Source: an optimization exercise on an open RTL-to-GDS flow (aim: small area, a short achievable clock period and few clock cycles). Production flows keep margins and buffers that such runs may drop.
At most, simulation tests tie the RTL to the original design; equivalence was not proved.
Power figures rest on the tool's default switching activity, not on a simulated workload.

==> run a: inputs <==
Design lampFPU_top, start of the top module:
module lampFPU_top (
	clk, rst,
	flush_i, padv_i,
	opcode_i, rndMode_i, op1_i, op2_i,
	result_o, isResultValid_o, isReady_o
);
	localparam logic [127:0] DIVR_B0 = 128'h00000000000000000000000000000000;
	localparam logic [127:0] DIVR_B1 = 128'h00000000000000000000000000000000;
	localparam logic [127:0] DIVR_B2 = 128'h00000000000000000000000000000000;
	localparam logic [127:0] DIVR_B3 = 128'h00aaaa00aaaa00aa00aa00aa0000aaaa;
	localparam logic [127:0] DIVR_B4 = 128'h00666600666600660066006600006666;
	localparam logic [127:0] DIVR_B5 = 128'h001e1eaa1e1e001eaa1e001eaa001e1e;
	localparam logic [127:0] DIVR_B6 = 128'h00fe0166ab54005466fe00fe6600abfe;
	localparam logic [127:0] DIVR_B7 = 128'h0001ff1e66cdaa981eab00541eaa99fe;
	localparam logic [127:0] DIVR_B8 = 128'h00aaaafe4b6966e0ab660067ab6687fe;
	localparam logic [127:0] DIVR_B9 = 128'h00666654738e1e55cce1aa87661e2a54;
	localparam logic [127:0] DIVR_B10 = 128'h001e1ecdd6a5ab66f0e066524bfe6667;
	localparam logic [127:0] DIVR_B11 = 128'haaab54969b36338700e01e3126ab4b87;
	localparam logic [127:0] DIVR_B12 = 128'h6666cdb2496d6952aa4aab5a4b338c07;
	localparam logic [127:0] DIVR_B13 = 128'h1e1e3c71c71ce73199d99936d9695aad;
	localparam logic [127:0] DIVR_B14 = 128'h01fe03f03f03e0f0783878f1c718c663;
	localparam logic [127:0] DIVR_B15 = 128'h0001fff000ffe00ff807f80fc0f83e1f;
  ...
==> flow/config.mk <==
export PLATFORM = sky130hd
export DESIGN_NAME = lampFPU_top
export DESIGN_NICKNAME = lampFPU_top
export VERILOG_FILES = /design/flow/design.v
export SDC_FILE = /design/flow/constraint.sdc
export NUM_CORES = 4
export LEC_CHECK = 0
export ABC_AREA = 1
export CAP_MARGIN = 20
export CORE_MARGIN = 2
export CORE_UTILIZATION = 40
export SETUP_SLACK_MARGIN = 5
export SLEW_MARGIN = 20
==> flow/constraint.sdc <==
create_clock -name core_clock -period 15.0 [get_ports {clk}]
set_input_delay 3.0000 -clock core_clock [delete_from_list [all_inputs] [get_ports {clk}]]
set_output_delay 3.0000 -clock core_clock [all_outputs]
set_load 0.01 [all_outputs]
standard.sh (not shown) runs the stock make flow with config.mk's settings and CLKGATE_MAP_FILE= SYNTH_SCRIPT=/design/flow/synth_recipe.tcl, a recipe that flattens the netlist after the stock synthesis.
==> flow/flow/run.sh <==
#!/bin/bash
set -euo pipefail
bash standard.sh SETUP_SLACK_MARGIN=6 finish > standard.log 2>&1
==> run b: changes against run a <==
--- a/flow/design.v
+++ b/flow/design.v
@@ -247,34 +247,43 @@
 		else if (isInf1 & isInf2 & (s1 ^ s2 ^ isSub))
 			as_specSign	= 1'b1;
 		else if (isInf1)
 			as_specSign	= s1;
 		else
 			as_specSign	= s2 ^ isSub;
 	end
-	logic	[9:0]	md_et, md_t;
-	logic	[16:0]	md_b;
-	logic	[24:0]	md_x;
+	logic	[9:0]	md_et, md_en;
+	logic	[19:0]	md_b;
+	logic	[27:0]	md_x;
 	logic	[19:0]	dv_r;
 	logic	[6:0]	dv_idx;
 	assign dv_idx = N2[6:0];
 	assign dv_r = {DIVR_B19[dv_idx], DIVR_B18[dv_idx], DIVR_B17[dv_idx], DIVR_B16[dv_idx],
 				DIVR_B15[dv_idx], DIVR_B14[dv_idx], DIVR_B13[dv_idx], DIVR_B12[dv_idx],
 				DIVR_B11[dv_idx], DIVR_B10[dv_idx], DIVR_B9[dv_idx], DIVR_B8[dv_idx],
 				DIVR_B7[dv_idx], DIVR_B6[dv_idx], DIVR_B5[dv_idx], DIVR_B4[dv_idx],
 				DIVR_B3[dv_idx], DIVR_B2[dv_idx], DIVR_B1[dv_idx], DIVR_B0[dv_idx]};
+	logic	[19:0]	dv_r_r;
 	logic	[3:0]	md_nlzs;
 	logic	[9:0]	md_kmu, md_kdu;
 	logic	[4:0]	md_k;
+	logic	[29:0]	md_v;
+	always_ff @(posedge clk)
+		if (~dv_pend)
+			dv_r_r	<=	dv_r;
 	always_comb
 	begin
-		md_t	= {1'b0, E2} - 10'd127 - nlz2;
-		md_et	= {1'b0, E1} - nlz1 + (md_t ^ {10{dv_pend}}) + {9'b0, dv_pend};
-		md_b	= dv_pend ? d_r[16:0] : {9'b0, F2};
+		if (dv_pend)
+			md_et	= 10'd127 + {1'b0, E1} + nlz2 - nlz1 - {1'b0, E2};
+		else
+			md_et	= {1'b0, E1} + {1'b0, E2} - 10'd127 - nlz1 - nlz2;
+		md_en	= 10'd0 - md_et;
+		md_b	= dv_pend ? dv_r_r : {12'b0, F2};
 		md_x	= F1 * md_b;
+		md_v	= dv_pend ? {2'b0, md_x} : {md_x[15:0], 14'b0};
 		md_nlzs	= nlz1 + nlz2;
 		md_kmu	= 10'd142 - {1'b0, E1} - {1'b0, E2};
 		md_kdu	= {1'b0, E2} - {1'b0, E1} - nlz2 - 10'd113;
 	end
 	logic	[9:0]	sq_d;
 	logic	[7:0]	sq_epre, sq_e;
 	logic	[9:0]	sq_t;
@@ -357,16 +366,16 @@
 	begin
 		c_as	= isAdd | isSub;
 		c_md	= isMul | isDiv;
 		c_i2f	= isI2f;
 		c_sq	= isSqrt | isInvSqrt;
 		c_f2i	= isF2i;
 		c_cmp	= isEq | isLt | isLe;
-		md_under	= md_et[9] | (dv_pend & (md_et == 10'd0));
-		md_zero		= $signed(md_et) < -10'sd11;
+		md_under	= dv_pend ? ~md_en[9] : md_et[9];
+		md_zero		= md_en > 10'd11;
 		if (md_under)
 			md_k	= dv_pend ? md_kdu[4:0] : md_kmu[4:0];
 		else
 			md_k	= dv_pend ? (5'd13 - nlz1) : (5'd14 - md_nlzs);
 		md_ge255	= md_et >= 10'd255;
 		md_ge256	= md_et >= 10'd256;
 		sp		= 1'b0;
@@ -447,15 +456,15 @@
 		else if (c_i2f)
 		begin
 			sp		= ~(|op1_i);
 			spZero	= 1'b1;
 			s_n		= op1_i[31];
 		end
 		d_n		= ({32{c_as}} & {20'b0, as_fInit})
-				| ({32{c_md}} & ((isDiv & ~dv_pend) ? {15'b0, dv_r[19:3]} : {7'b0, md_x}))
+				| ({32{c_md}} & {2'b0, md_v})
 				| ({32{c_sq}} & {22'b0, sq_t})
 				| ({32{c_i2f}} & ((op1_i ^ {32{op1_i[31]}}) + {31'b0, op1_i[31]}))
 				| ({32{c_f2i}} & fi_sh[34:3])
 				| ({32{c_cmp}} & {31'b0, cm_res});
 	end
 	always_ff @(posedge clk)
 	begin
@@ -538,23 +547,21 @@
 		else
 		begin
 			as_e	= '0;
 			as_f	= as_fi << (as_ei[3:0] - 4'd1);
 		end
 	end
 	logic	[15:0]	md_m, md_msh;
-	logic	[29:0]	md_v;
 	logic	[9:0]	md_e;
 	logic			md_ls, md_st;
 	logic	[11:0]	md_fi, md_f;
 	logic	[8:0]	md_e9;
 	always_comb
 	begin
-		md_v	= isDiv_r ? {2'b0, d_r[24:0], 3'b0} : {d_r[15:0], 14'b0};
-		md_msh	= 16'(md_v >> md_k_r);
+		md_msh	= 16'(d_r[29:0] >> md_k_r);
 		md_ls	= isDiv_r & ~md_msh[14];
 		if (md_under_r)
 		begin
 			md_m	= md_zero_r ? 16'b0 : md_msh;
 			md_e	= '0;
 		end
 		else if (md_ge255_r & (~md_ls | md_ge256_r))
==> flow/run.sh (new file) <==
#!/bin/bash
# synth_recipe.tcl (not shown) runs the flow's synth.tcl, then flattens the netlist and writes it again
# the make line also repeats each setting of config.mk as NAME=value (left out here)
make -C /OpenROAD-flow-scripts/flow DESIGN_CONFIG=/design/flow/config.mk WORK_HOME=/design/flow/orfs CLKGATE_MAP_FILE= SYNTH_SCRIPT=/design/flow/synth_recipe.tcl finish
Settings changed: ABC_AREA 1 to default, SETUP_SLACK_MARGIN 5 to default.
removed: flow/flow/run.sh
removed: flow/standard.sh
==> run c: changes against run a <==
--- a/flow/design.v
+++ b/flow/design.v
@@ -247,15 +247,15 @@
 		else if (isInf1 & isInf2 & (s1 ^ s2 ^ isSub))
 			as_specSign	= 1'b1;
 		else if (isInf1)
 			as_specSign	= s1;
 		else
 			as_specSign	= s2 ^ isSub;
 	end
-	logic	[9:0]	md_et, md_t;
+	logic	[9:0]	md_et, md_en;
 	logic	[16:0]	md_b;
 	logic	[24:0]	md_x;
 	logic	[19:0]	dv_r;
 	logic	[6:0]	dv_idx;
 	assign dv_idx = N2[6:0];
 	assign dv_r = {DIVR_B19[dv_idx], DIVR_B18[dv_idx], DIVR_B17[dv_idx], DIVR_B16[dv_idx],
 				DIVR_B15[dv_idx], DIVR_B14[dv_idx], DIVR_B13[dv_idx], DIVR_B12[dv_idx],
@@ -263,16 +263,19 @@
 				DIVR_B7[dv_idx], DIVR_B6[dv_idx], DIVR_B5[dv_idx], DIVR_B4[dv_idx],
 				DIVR_B3[dv_idx], DIVR_B2[dv_idx], DIVR_B1[dv_idx], DIVR_B0[dv_idx]};
 	logic	[3:0]	md_nlzs;
 	logic	[9:0]	md_kmu, md_kdu;
 	logic	[4:0]	md_k;
 	always_comb
 	begin
-		md_t	= {1'b0, E2} - 10'd127 - nlz2;
-		md_et	= {1'b0, E1} - nlz1 + (md_t ^ {10{dv_pend}}) + {9'b0, dv_pend};
+		if (dv_pend)
+			md_et	= 10'd127 + {1'b0, E1} + nlz2 - nlz1 - {1'b0, E2};
+		else
+			md_et	= {1'b0, E1} + {1'b0, E2} - 10'd127 - nlz1 - nlz2;
+		md_en	= 10'd0 - md_et;
 		md_b	= dv_pend ? d_r[16:0] : {9'b0, F2};
 		md_x	= F1 * md_b;
 		md_nlzs	= nlz1 + nlz2;
 		md_kmu	= 10'd142 - {1'b0, E1} - {1'b0, E2};
 		md_kdu	= {1'b0, E2} - {1'b0, E1} - nlz2 - 10'd113;
 	end
 	logic	[9:0]	sq_d;
@@ -357,16 +360,16 @@
 	begin
 		c_as	= isAdd | isSub;
 		c_md	= isMul | isDiv;
 		c_i2f	= isI2f;
 		c_sq	= isSqrt | isInvSqrt;
 		c_f2i	= isF2i;
 		c_cmp	= isEq | isLt | isLe;
-		md_under	= md_et[9] | (dv_pend & (md_et == 10'd0));
-		md_zero		= $signed(md_et) < -10'sd11;
+		md_under	= dv_pend ? ~md_en[9] : md_et[9];
+		md_zero		= md_en > 10'd11;
 		if (md_under)
 			md_k	= dv_pend ? md_kdu[4:0] : md_kmu[4:0];
 		else
 			md_k	= dv_pend ? (5'd13 - nlz1) : (5'd14 - md_nlzs);
 		md_ge255	= md_et >= 10'd255;
 		md_ge256	= md_et >= 10'd256;
 		sp		= 1'b0;
==> flow/run.sh (new file) <==
#!/bin/bash
# synth_recipe.tcl (not shown) runs the flow's synth.tcl, then flattens the netlist and writes it again
# the make line also repeats each setting of config.mk as NAME=value (left out here)
make -C /OpenROAD-flow-scripts/flow DESIGN_CONFIG=/design/flow/config.mk WORK_HOME=/design/flow/orfs CLKGATE_MAP_FILE= SYNTH_SCRIPT=/design/flow/synth_recipe.tcl finish
Settings changed: CORE_UTILIZATION 40 to 60.
removed: flow/flow/run.sh
removed: flow/standard.sh
==> comparison table <==
quantity	run b	run c	run a
Antenna diodes	0	2	1
RSZ-0062 raised after global routing	false	false	true
Number of iterations in the first detailed-routing pass	7	7	9
Compound-Gate Fraction of Synth Area	30.0%	24.8%	25.3%
Maximum resistive drop on vdd	62.6 µV	67.2 µV	66.2 µV
Outcome	finished clean	finished clean	finished clean
Most common cell type on the critical path	-	sky130_fd_sc_hd__nand2_1	sky130_fd_sc_hd__nor2_1
Met1 Wirelength	51100 µm	39100 µm	46500 µm
Synthesized net count	4556	4825	4694
Adder-cell share of the synthesized area	17.0%	17.7%	16.3%
Number of flops mapped to enable cells by yosys	81	65	65
Count of plain and timing-repair buffers	167	146	222
Met3 WL	11000 µm	13700 µm	11100 µm
Distinct cell type count of the synthesized netlist	121	74	70
Clock input transition at the sequential cells of the worst setup and hold paths	0.07 ns	0.06 ns	0.08 ns
Number of rows in the core area	99	76	92
Testbench counts of run b, summed over its fixed seeds: cycles 20,075.
Testbench counts of run c, summed over its fixed seeds: cycles 20,075.
No functional check of the RTL was part of run a.

========
==> job 6001 <==
lampFPU_top, a different RTL version from the one above (not shown whole).
// lampFPU_top
module lampFPU_top (
	clk, rst,
	flush_i, padv_i,
	opcode_i, rndMode_i, op1_i, op2_i,
	result_o, isResultValid_o, isReady_o
);
	localparam logic [127:0] DIVR_B0 = 128'h00000000000000000000000000000000;
	localparam logic [127:0] DIVR_B1 = 128'h00000000000000000000000000000000;
	localparam logic [127:0] DIVR_B2 = 128'h00000000000000000000000000000000;
	localparam logic [127:0] DIVR_B3 = 128'h00aaaa00aaaa00aa00aa00aa0000aaaa;
	localparam logic [127:0] DIVR_B4 = 128'h00666600666600660066006600006666;
	localparam logic [127:0] DIVR_B5 = 128'h001e1eaa1e1e001eaa1e001eaa001e1e;
	localparam logic [127:0] DIVR_B6 = 128'h00fe0166ab54005466fe00fe6600abfe;
	localparam logic [127:0] DIVR_B7 = 128'h0001ff1e66cdaa981eab00541eaa99fe;
	localparam logic [127:0] DIVR_B8 = 128'h00aaaafe4b6966e0ab660067ab6687fe;
	localparam logic [127:0] DIVR_B9 = 128'h00666654738e1e55cce1aa87661e2a54;
	localparam logic [127:0] DIVR_B10 = 128'h001e1ecdd6a5ab66f0e066524bfe6667;
	localparam logic [127:0] DIVR_B11 = 128'haaab54969b36338700e01e3126ab4b87;
	localparam logic [127:0] DIVR_B12 = 128'h6666cdb2496d6952aa4aab5a4b338c07;
	localparam logic [127:0] DIVR_B13 = 128'h1e1e3c71c71ce73199d99936d9695aad;
	localparam logic [127:0] DIVR_B14 = 128'h01fe03f03f03e0f0783878f1c718c663;
	localparam logic [127:0] DIVR_B15 = 128'h0001fff000ffe00ff807f80fc0f83e1f;
	localparam logic [127:0] DIVR_B16 = 128'h0000000fffffe00007fff8003ff801ff;
	localparam logic [127:0] DIVR_B17 = 128'h0000000000001ffffffff8000007ffff;
	localparam logic [127:0] DIVR_B18 = 128'h0000000000000000000007ffffffffff;
	localparam logic [127:0] DIVR_B19 = 128'hffffffffffffffffffffffffffffffff;
	localparam logic [511:0] SQRT_B0 = 512'hfffffffffffffffffffffffffffffffceffffffffffefffffffbfeffffffffffffffffffffbffefffffffffffffffffcffffffffffdffffffffffdffffffffff;
	localparam logic [511:0] SQRT_B1 = 512'h4b4b5ad5aad55554ab52d24d998e3c0026664c9b24da49696b56aa5552a94b6cb696d2d2d2d6b4ad6a56ad56aa55555655555556aab55ab56a5294b496db6db2;
	localparam logic [511:0] SQRT_B2 = 512'hc738c63399cccccd99364924b4a56aaa1e1e3c78e3c638e718ce66333664d92538e71ce31ce738ce7398ce67339999989999999b33266cd9b364d926db6db6db;
	localparam logic [511:0] SQRT_B3 = 512'h3f07c1f0783c3c3c78f1c71c739ce66601fe03f81fc1f81f07c1e1f0f1e3c71c3f07e0fc1f07c0f07c1f0f87c3e1e1e0e1e1e1e3c3c78f1e3c78e1c71c71c71c;
  ...
==> flow/config.mk <==
export PLATFORM = sky130hd
export DESIGN_NAME = lampFPU_top
export DESIGN_NICKNAME = lampFPU_top
export VERILOG_FILES = /design/flow/design.v
export SDC_FILE = /design/flow/constraint.sdc
export NUM_CORES = 4
export LEC_CHECK = 0
export ABC_AREA = 1
export CAP_MARGIN = 20
export CORE_MARGIN = 2
export CORE_UTILIZATION = 40
export SETUP_SLACK_MARGIN = 5
export SLEW_MARGIN = 20
==> flow/constraint.sdc <==
create_clock -name core_clock -period 15.0 [get_ports {clk}]
set_input_delay 3.0000 -clock core_clock [delete_from_list [all_inputs] [get_ports {clk}]]
set_output_delay 3.0000 -clock core_clock [all_outputs]
set_load 0.01 [all_outputs]
==> flow/flow/run.sh <==
#!/bin/bash
set -euo pipefail
bash standard.sh SETUP_SLACK_MARGIN=5.5 finish > standard.log 2>&1
==> inputs of job 1305, as changes to job 6001 <==
--- a/flow/design.v
+++ b/flow/design.v
@@ -246,34 +246,37 @@
 			as_specSign	= s2;
 		else if (isInf1 & isInf2 & (s1 ^ s2 ^ isSub))
 			as_specSign	= 1'b1;
 		else if (isInf1)
 			as_specSign	= s1;
 		else
 			as_specSign	= s2 ^ isSub;
 	end
-	logic	[9:0]	md_et, md_t;
+	logic	[9:0]	md_et, md_en;
 	logic	[16:0]	md_b;
 	logic	[24:0]	md_x;
 	logic	[19:0]	dv_r;
 	logic	[6:0]	dv_idx;
 	assign dv_idx = N2[6:0];
 	assign dv_r = {DIVR_B19[dv_idx], DIVR_B18[dv_idx], DIVR_B17[dv_idx], DIVR_B16[dv_idx],
 				DIVR_B15[dv_idx], DIVR_B14[dv_idx], DIVR_B13[dv_idx], DIVR_B12[dv_idx],
 				DIVR_B11[dv_idx], DIVR_B10[dv_idx], DIVR_B9[dv_idx], DIVR_B8[dv_idx],
 				DIVR_B7[dv_idx], DIVR_B6[dv_idx], DIVR_B5[dv_idx], DIVR_B4[dv_idx],
 				DIVR_B3[dv_idx], DIVR_B2[dv_idx], DIVR_B1[dv_idx], DIVR_B0[dv_idx]};
 	logic	[3:0]	md_nlzs;
 	logic	[9:0]	md_kmu, md_kdu;
 	logic	[4:0]	md_k;
 	always_comb
 	begin
-		md_t	= {1'b0, E2} - 10'd127 - nlz2;
-		md_et	= {1'b0, E1} - nlz1 + (md_t ^ {10{dv_pend}}) + {9'b0, dv_pend};
+		if (dv_pend)
+			md_et	= 10'd127 + {1'b0, E1} + nlz2 - nlz1 - {1'b0, E2};
+		else
+			md_et	= {1'b0, E1} + {1'b0, E2} - 10'd127 - nlz1 - nlz2;
+		md_en	= 10'd0 - md_et;
 		md_b	= dv_pend ? d_r[16:0] : {9'b0, F2};
 		md_x	= F1 * md_b;
 		md_nlzs	= nlz1 + nlz2;
 		md_kmu	= 10'd142 - {1'b0, E1} - {1'b0, E2};
 		md_kdu	= {1'b0, E2} - {1'b0, E1} - nlz2 - 10'd113;
 	end
 	logic	[9:0]	sq_d;
 	logic	[7:0]	sq_epre, sq_e;
@@ -356,18 +359,18 @@
 	always_comb
 	begin
 		c_as	= isAdd | isSub;
 		c_md	= isMul | isDiv;
 		c_i2f	= isI2f;
 		c_sq	= isSqrt | isInvSqrt;
 		c_f2i	= isF2i;
 		c_cmp	= isEq | isLt | isLe;
-		md_under	= md_et[9] | (dv_pend & (md_et == 10'd0));
-		md_zero		= md_et[9] & (md_et < 10'd1013);
+		md_under	= dv_pend ? ~md_en[9] : md_et[9];
+		md_zero		= md_en > 10'd11;
 		if (md_under)
 			md_k	= dv_pend ? md_kdu[4:0] : md_kmu[4:0];
 		else
 			md_k	= dv_pend ? (5'd13 - nlz1) : (5'd14 - md_nlzs);
 		md_ge255	= md_et >= 10'd255;
 		md_ge256	= md_et >= 10'd256;
 		sp		= 1'b0;
 		spSign	= 1'b0;
==> flow/run.sh (new file) <==
#!/bin/bash
# synth_recipe.tcl (not shown) runs the flow's synth.tcl, then flattens the netlist and writes it again
# the make line also repeats each setting of config.mk as NAME=value (left out here)
make -C /OpenROAD-flow-scripts/flow DESIGN_CONFIG=/design/flow/config.mk WORK_HOME=/design/flow/orfs CLKGATE_MAP_FILE= SYNTH_SCRIPT=/design/flow/synth_recipe.tcl finish
removed: flow/flow/run.sh
removed: flow/standard.sh
==> inputs of job 5589, as changes to job 6001 <==
--- a/flow/design.v
+++ b/flow/design.v
@@ -246,36 +246,45 @@
 			as_specSign	= s2;
 		else if (isInf1 & isInf2 & (s1 ^ s2 ^ isSub))
 			as_specSign	= 1'b1;
 		else if (isInf1)
 			as_specSign	= s1;
 		else
 			as_specSign	= s2 ^ isSub;
 	end
-	logic	[9:0]	md_et, md_t;
-	logic	[16:0]	md_b;
-	logic	[24:0]	md_x;
+	logic	[9:0]	md_et, md_en;
+	logic	[19:0]	md_b;
+	logic	[27:0]	md_x;
 	logic	[19:0]	dv_r;
 	logic	[6:0]	dv_idx;
 	assign dv_idx = N2[6:0];
 	assign dv_r = {DIVR_B19[dv_idx], DIVR_B18[dv_idx], DIVR_B17[dv_idx], DIVR_B16[dv_idx],
 				DIVR_B15[dv_idx], DIVR_B14[dv_idx], DIVR_B13[dv_idx], DIVR_B12[dv_idx],
 				DIVR_B11[dv_idx], DIVR_B10[dv_idx], DIVR_B9[dv_idx], DIVR_B8[dv_idx],
 				DIVR_B7[dv_idx], DIVR_B6[dv_idx], DIVR_B5[dv_idx], DIVR_B4[dv_idx],
 				DIVR_B3[dv_idx], DIVR_B2[dv_idx], DIVR_B1[dv_idx], DIVR_B0[dv_idx]};
+	logic	[19:0]	dv_r_r;
 	logic	[3:0]	md_nlzs;
 	logic	[9:0]	md_kmu, md_kdu;
 	logic	[4:0]	md_k;
+	logic	[29:0]	md_v;
+	always_ff @(posedge clk)
+		if (~dv_pend)
+			dv_r_r	<=	dv_r;
 	always_comb
 	begin
-		md_t	= {1'b0, E2} - 10'd127 - nlz2;
-		md_et	= {1'b0, E1} - nlz1 + (md_t ^ {10{dv_pend}}) + {9'b0, dv_pend};
-		md_b	= dv_pend ? d_r[16:0] : {9'b0, F2};
+		if (dv_pend)
+			md_et	= 10'd127 + {1'b0, E1} + nlz2 - nlz1 - {1'b0, E2};
+		else
+			md_et	= {1'b0, E1} + {1'b0, E2} - 10'd127 - nlz1 - nlz2;
+		md_en	= 10'd0 - md_et;
+		md_b	= dv_pend ? dv_r_r : {12'b0, F2};
 		md_x	= F1 * md_b;
+		md_v	= dv_pend ? {2'b0, md_x} : {md_x[15:0], 14'b0};
 		md_nlzs	= nlz1 + nlz2;
 		md_kmu	= 10'd142 - {1'b0, E1} - {1'b0, E2};
 		md_kdu	= {1'b0, E2} - {1'b0, E1} - nlz2 - 10'd113;
 	end
 	logic	[9:0]	sq_d;
 	logic	[7:0]	sq_epre, sq_e;
 	logic	[9:0]	sq_t;
 	logic	[8:0]	sq_idx;
@@ -356,18 +365,18 @@
 	always_comb
 	begin
 		c_as	= isAdd | isSub;
 		c_md	= isMul | isDiv;
 		c_i2f	= isI2f;
 		c_sq	= isSqrt | isInvSqrt;
 		c_f2i	= isF2i;
 		c_cmp	= isEq | isLt | isLe;
-		md_under	= md_et[9] | (dv_pend & (md_et == 10'd0));
-		md_zero		= md_et[9] & (md_et < 10'd1013);
+		md_under	= dv_pend ? ~md_en[9] : md_et[9];
+		md_zero		= md_en > 10'd11;
 		if (md_under)
 			md_k	= dv_pend ? md_kdu[4:0] : md_kmu[4:0];
 		else
 			md_k	= dv_pend ? (5'd13 - nlz1) : (5'd14 - md_nlzs);
 		md_ge255	= md_et >= 10'd255;
 		md_ge256	= md_et >= 10'd256;
 		sp		= 1'b0;
 		spSign	= 1'b0;
@@ -446,17 +455,17 @@
 		end
 		else if (c_i2f)
 		begin
 			sp		= ~(|op1_i);
 			spZero	= 1'b1;
 			s_n		= op1_i[31];
 		end
 		d_n		= ({32{c_as}} & {20'b0, as_fInit})
-				| ({32{c_md}} & ((isDiv & ~dv_pend) ? {15'b0, dv_r[19:3]} : {7'b0, md_x}))
+				| ({32{c_md}} & {2'b0, md_v})
 				| ({32{c_sq}} & {22'b0, sq_t})
 				| ({32{c_i2f}} & ((op1_i ^ {32{op1_i[31]}}) + {31'b0, op1_i[31]}))
 				| ({32{c_f2i}} & fi_sh[34:3])
 				| ({32{c_cmp}} & {31'b0, cm_res});
 	end
 	always_ff @(posedge clk)
 	begin
 		if (~isResultValid_o)
@@ -537,25 +546,23 @@
 		end
 		else
 		begin
 			as_e	= '0;
 			as_f	= as_fi << (as_ei[3:0] - 4'd1);
 		end
 	end
 	logic	[15:0]	md_m, md_msh;
-	logic	[29:0]	md_v;
 	logic	[9:0]	md_e;
 	logic			md_ls, md_st;
 	logic	[11:0]	md_fi, md_f;
 	logic	[8:0]	md_e9;
 	always_comb
 	begin
-		md_v	= isDiv_r ? {2'b0, d_r[24:0], 3'b0} : {d_r[15:0], 14'b0};
-		md_msh	= 16'(md_v >> md_k_r);
+		md_msh	= 16'(d_r[29:0] >> md_k_r);
 		md_ls	= isDiv_r & ~md_msh[14];
 		if (md_under_r)
 		begin
 			md_m	= md_zero_r ? 16'b0 : md_msh;
 			md_e	= '0;
 		end
 		else if (md_ge255_r & (~md_ls | md_ge256_r))
 		begin
==> flow/run.sh (new file) <==
#!/bin/bash
# synth_recipe.tcl (not shown) runs the flow's synth.tcl, then flattens the netlist and writes it again
# the make line also repeats each setting of config.mk as NAME=value (left out here)
make -C /OpenROAD-flow-scripts/flow DESIGN_CONFIG=/design/flow/config.mk WORK_HOME=/design/flow/orfs CLKGATE_MAP_FILE= SYNTH_SCRIPT=/design/flow/synth_recipe.tcl finish
removed: flow/flow/run.sh
removed: flow/standard.sh
==> summary of the runs <==
- In job 5589 the power is larger than in job 6001, by 5.4%.
- Of job 5589 and job 1305, job 5589 has the higher critical path depth (gap 2).
- Between job 5589 and job 6001, the lower sequential power is in job 6001 (gap about 24%, measured against job 6001).
- Global-route usage: job 5589 < job 1305 < job 6001.
- Final cell count: job 6001 < job 1305 < job 5589.
- Clock power is about the same in job 5589 and job 1305.
- Setup slack, lowest first: job 1305, job 5589, job 6001.
- The highest die area belongs to job 5589, the lowest to job 6001.
- In sequential cell count, job 1305 and job 6001 do not differ.
- Cell area, lowest first: job 6001, job 1305, job 5589.
- Against job 5589, the count of clock-buffer cells in the layout of job 1305 is lower by 2.
==> figures <==
metric	job 6001	job 1305	job 5589
Run status	complete, no violations	complete, no violations	complete, no violations
Startpoint kind of the worst setup timing path	input port	input port	register
Antenna violations before repair	1	3	2
Cells after Synth	4421	4466	4503
Met2 track demand over resource	53.2%	51.5%	49.7%
Count of cells along the worst register-to-register path	35	28	35
Launch point of the worst hold path	dv_pend	isResultValid_o	isResultValid_o
Adder-Cell Fraction of Synth Area	16.0%	17.7%	18.3%
Slowest cell delay on critical path	540 ps	560 ps	630 ps
Crit. End Element	register	register	primary output
Top cell by count, worst path	sky130_fd_sc_hd__inv_1	sky130_fd_sc_hd__inv_1	sky130_fd_sc_hd__nand2_1
Cell at the slowest stage of the critical path	sky130_fd_sc_hd__fa_1	sky130_fd_sc_hd__clkdlybuf4s50_1	sky130_fd_sc_hd__edfxtp_1
R2r endpoint	d_r[24]	d_r[21]	d_r[26]
Non-clock buffer share of cell area	5.88%	5.00%	4.44%
Transition at the pin with the smallest max-transition slack	1160 ps	1170 ps	1240 ps
Number of synthesized register bits	67	67	83
Multi-input comb cells	3522	3569	3592
Fraction of area in multi-input gates	73.6%	74.5%	74.0%
Number of nets in the layout	4742	4799	4848
Cell Int Power	1030 µW	1010 µW	1110 µW
Levels on crit path	40	32	34
Buffers and inverters on the worst path	13	12	5
Gr usage total	33.9%	32.9%	30.9%
Testbench counts of job 6001, summed over its fixed seeds: cycles 20,075.
Testbench counts of job 1305, summed over its fixed seeds: cycles 20,075.
Testbench counts of job 5589, summed over its fixed seeds: cycles 20,075.

## afterwards: timing with drivers on the ports
The results above use ideal ports. As a check the final layouts listed here were re-extracted and re-timed, cells and wires unchanged.
Step 1: set_driving_cell puts a clkbuf_16 on clk and a buf_2 on each other input, an assumption about the parent block.
Step 2 also shifts input and output timing later by t, the mid clock arrival at the registers, as if the neighbouring blocks saw the same clock.
a / b / c = ideal / step 1 / step 2; a / b = the first two.
| run | t (ns) | setup slack, ns | hold WS [ns] | worst data-port slew with drivers (ns) |
|---|---|---|---|---|
| run a | 0.440 | 6.211 / 6.157 / 5.827 | 0.724 / 0.724 / 0.724 | 0.05 |
| run b | 0.432 | 3.800 / 3.831 / 3.399 | 0.597 / 0.597 / 0.597 | 0.12 |
| run c | 0.399 | 5.288 / 5.234 / 5.034 | 0.661 / 0.661 / 0.661 | 0.05 |
| job 6001 | 0.423 | 5.841 / 5.801 / 5.453 | 0.513 / 0.513 / 0.513 | 0.04 |
| job 1305 | 0.414 | 5.442 / 5.438 / 5.060 | 0.553 / 0.553 / 0.553 | 0.13 |
| job 5589 | 0.426 | 5.466 / 5.416 / 5.143 | 0.532 / 0.532 / 0.532 | 0.07 |
After both steps every run listed still meets setup and hold. The setup slack of run b, which loses most, moves by +0.031 ns with the drivers and by -0.401 ns with both steps.
